From an optimization exercise on the open Yosys and OpenROAD flow, aimed at small area, a short achievable clock period and few clock cycles per item; shortcuts taken in it are not production practice. Power is estimated from default activity; no workload was simulated.

== garnet ==
==> flow/design.v (excerpt) <==
module DSP_CONV1D #(
    parameter AXI_DATA_WIDTH = 32,
    parameter AXI_ADDR_WIDTH = 5,  
    parameter DSP_DATA_WIDTH = 32,
    parameter MAX_CONV_LEN = 256,
    parameter MAX_KERNEL_LEN = 32
)(
    input  s_axi_clk,
    input  s_axi_resetn,  
    input  [AXI_ADDR_WIDTH-1:0] s_axi_awaddr,
    input  s_axi_awvalid,
    output reg s_axi_awready,
    input  [AXI_DATA_WIDTH-1:0] s_axi_wdata,
    input  [AXI_DATA_WIDTH/8-1:0] s_axi_wstrb,
    input  s_axi_wvalid,
    output reg s_axi_wready,
    output reg  s_axi_bvalid,
    input  s_axi_bready,
    output reg [1:0] s_axi_bresp,
    input  [AXI_ADDR_WIDTH-1:0] s_axi_araddr,
    input  s_axi_arvalid,
    output reg s_axi_arready,
    output reg [AXI_DATA_WIDTH-1:0] s_axi_rdata,
    output reg [1:0] s_axi_rresp,
    output reg s_axi_rvalid,
    input  s_axi_rready,
    output interrupt_o,
    output reg [DSP_DATA_WIDTH-1:0] dsp_mem_addr_o,
    input  [DSP_DATA_WIDTH-1:0] dsp_mem_rdata_i,
    output reg dsp_mem_req_o,
    input  dsp_mem_ack_i,
    output reg dsp_mem_we_o,
    output reg [DSP_DATA_WIDTH-1:0] dsp_mem_wdata_o
);
Size in the first run: about 4,000 cells after synthesis, roughly 190 I/O pins.
clock: 9.0 ns
lec_check: 0
abc_clock_period_in_ps: 3000
cap_margin: 20
core_margin: 2
core_utilization: 40
slew_margin: 20
standard.sh (not shown) runs the stock make flow with config.mk's settings and CLKGATE_MAP_FILE= SYNTH_SCRIPT=/design/flow/synth_recipe.tcl, a recipe that flattens the netlist after the stock synthesis.
==> flow/flow/run.sh <==
#!/bin/bash
set -euo pipefail
bash standard.sh SETUP_SLACK_MARGIN=6 "BUFFER_PORTS_ARGS=-buffer_cell sky130_fd_sc_hd__buf_4" finish > standard_finish.log 2>&1
Edits applied to the flow inputs when going from garnet to fjord:
# garnet
export LEC_CHECK = 0
export ABC_CLOCK_PERIOD_IN_PS = 3000
export CAP_MARGIN = 20
export CORE_MARGIN = 2
export CORE_UTILIZATION = 40
export SLEW_MARGIN = 20
create_clock -name core_clock -period 9.0 [get_ports {s_axi_clk}]
# fjord
export LEC_CHECK = 0
export ABC_CLOCK_PERIOD_IN_PS = 3000
export CAP_MARGIN = 20
export CORE_MARGIN = 2
export CORE_UTILIZATION = 40
export SETUP_SLACK_MARGIN = 5
export SLEW_MARGIN = 20
create_clock -name core_clock -period 9.0 [get_ports {s_axi_clk}]
==> flow/run.sh (new file) <==
#!/bin/bash
# synth_recipe.tcl (not shown) runs the flow's synth.tcl, then flattens the netlist and writes it again
# the make line also repeats each setting of config.mk as NAME=value (left out here)
make -C /OpenROAD-flow-scripts/flow DESIGN_CONFIG=/design/flow/config.mk WORK_HOME=/design/flow/orfs CLKGATE_MAP_FILE= SYNTH_SCRIPT=/design/flow/synth_recipe.tcl finish
removed: flow/flow/run.sh
removed: flow/standard.sh
## What came out
In fjord, the static leakage came out 1.8 nW below the value in garnet. The antenna diode count of fjord is higher than that of garnet. fjord vs. garnet: non-filler instance count after layout now sits lower, met1 global-route usage decreased by 3.4 points relative to the old numbers, sum of met2 wire segment lengths after detailed routing now sits higher, final-layout clock-cell area share has increased, minimum clock period after layout +0.64 ns. fjord finished every stage and its layout cleared the timing, DRC and antenna checks. garnet | stages: all done | timing, DRC, antenna: all pass. On period utilization: fjord sits above garnet. fjord ends up with lower core utilization than garnet does. Run comparison: garnet worst-path cell with the longest stage delay sky130_fd_sc_hd__fa_1; fjord worst-path cell with the longest stage delay sky130_fd_sc_hd__and2_2.
Function was not checked in any run of this note: the RTL went through the layout flow alone.

* * *

== the reference run ==
Another version of the RTL of DSP_CONV1D (not shown whole).
For scale: about 5200 cells after synthesis, ~950 flip-flops, ~190 I/O pins.
// DSP_CONV1D
module DSP_CONV1D #(
    parameter AXI_DATA_WIDTH = 32,
    parameter AXI_ADDR_WIDTH = 5,  
    parameter DSP_DATA_WIDTH = 32,
    parameter MAX_CONV_LEN = 256,
    parameter MAX_KERNEL_LEN = 32
)(
    input  s_axi_clk,
    input  s_axi_resetn,  
    input  [AXI_ADDR_WIDTH-1:0] s_axi_awaddr,
    input  s_axi_awvalid,
    output reg s_axi_awready,
    input  [AXI_DATA_WIDTH-1:0] s_axi_wdata,
    input  [AXI_DATA_WIDTH/8-1:0] s_axi_wstrb,
    input  s_axi_wvalid,
    output reg s_axi_wready,
    output reg  s_axi_bvalid,
    input  s_axi_bready,
    output reg [1:0] s_axi_bresp,
    input  [AXI_ADDR_WIDTH-1:0] s_axi_araddr,
    input  s_axi_arvalid,
    output reg s_axi_arready,
    output reg [AXI_DATA_WIDTH-1:0] s_axi_rdata,
    output reg [1:0] s_axi_rresp,
    output reg s_axi_rvalid,
    input  s_axi_rready,
    output interrupt_o,
    output reg [DSP_DATA_WIDTH-1:0] dsp_mem_addr_o,
    input  [DSP_DATA_WIDTH-1:0] dsp_mem_rdata_i,
    output reg dsp_mem_req_o,
    input  dsp_mem_ack_i,
    output reg dsp_mem_we_o,
    output reg [DSP_DATA_WIDTH-1:0] dsp_mem_wdata_o
);
Settings: LEC_CHECK=0, ABC_CLOCK_PERIOD_IN_PS=4000, CAP_MARGIN=20, CORE_MARGIN=2, CORE_UTILIZATION=40, SETUP_SLACK_MARGIN=5, SLEW_MARGIN=20; clock period 9.0 ns.
run.sh (not shown) runs the stock make flow with config.mk's settings and CLKGATE_MAP_FILE= SYNTH_SCRIPT=/design/flow/synth_recipe.tcl, a recipe that flattens the netlist after the stock synthesis.
Stock flow here: none of the scripts above is used.
--- input diff the reference run..the trial run ---
==> flow/config.mk <==
export PLATFORM = sky130hd
export DESIGN_NAME = DSP_CONV1D
export DESIGN_NICKNAME = DSP_CONV1D
export VERILOG_FILES = /design/flow/design.v
export SDC_FILE = /design/flow/constraint.sdc
export NUM_CORES = 8
export LEC_CHECK = 0
export CAP_MARGIN = 20
export CORE_MARGIN = 2
export CORE_UTILIZATION = 40
export SLEW_MARGIN = 20
[summary]
The trial run: no failed stages, no open violations at the end. Summary of the trial run over the reference run: areal power density over the cells increased by 1.6% relative to the old numbers, initial antenna violation count increased by 5 relative to the old numbers, post-route core utilization decreased by 3.8 points relative to the old numbers, unique cell type count in the Yosys netlist closely matched the old numbers, maximum clock path buffer count closely matched the old numbers. Global-route track usage on met2 | the trial run below the reference run. Routed length on met3: higher on the reference run. Summary of the comparison: share of the cycle needed by the critical path after routing is higher in the trial run, relative to the reference run. The trial run: via count of the first global-routing pass is 4.0% lower than what the reference run reported. Against the reference run as the reference, the trial run delivers a lower minimum setup slack among reg-to-reg paths. Cmp the reference run and the trial run / wire length / higher: the reference run.
Function was not checked in any run of this note: the RTL went through the layout flow alone.

-- separate check: timing with driven ports --
The results above use ideal ports. As a check the final layouts listed here were re-extracted and re-timed, cells and wires unchanged. Step 1: set_driving_cell puts a clkbuf_16 on s_axi_clk and a buf_2 on each other input, an assumption about the parent block. Step 2, shift: input delay + t, output delay - t, t = (earliest + latest rising clock arrival at the registers) / 2. This alone moves slack from input paths to output paths. a / b / c = ideal / step 1 / step 2; a / b = the first two.
run	shift t [ns]	slack for setup (ns)	worst hold slack (ns)	worst register clock-pin slew, ns
garnet	0.772	5.676 / 5.611 / 5.188	0.323 / 0.323 / 0.323	0.06 / 0.06
fjord	0.757	5.031 / 5.065 / 4.308	0.352 / 0.352 / 0.352	0.07 / 0.07
the reference run	0.806	3.823 / 3.823 / 3.823	0.357 / 0.357 / 0.357	0.07 / 0.07
the trial run	0.798	2.916 / 2.916 / 2.916	0.352 / 0.352 / 0.352	0.07 / 0.07
After both steps setup and hold are still met in every run listed. The setup slack of fjord, which loses most, moves by +0.034 ns with the drivers and by -0.723 ns with both steps.
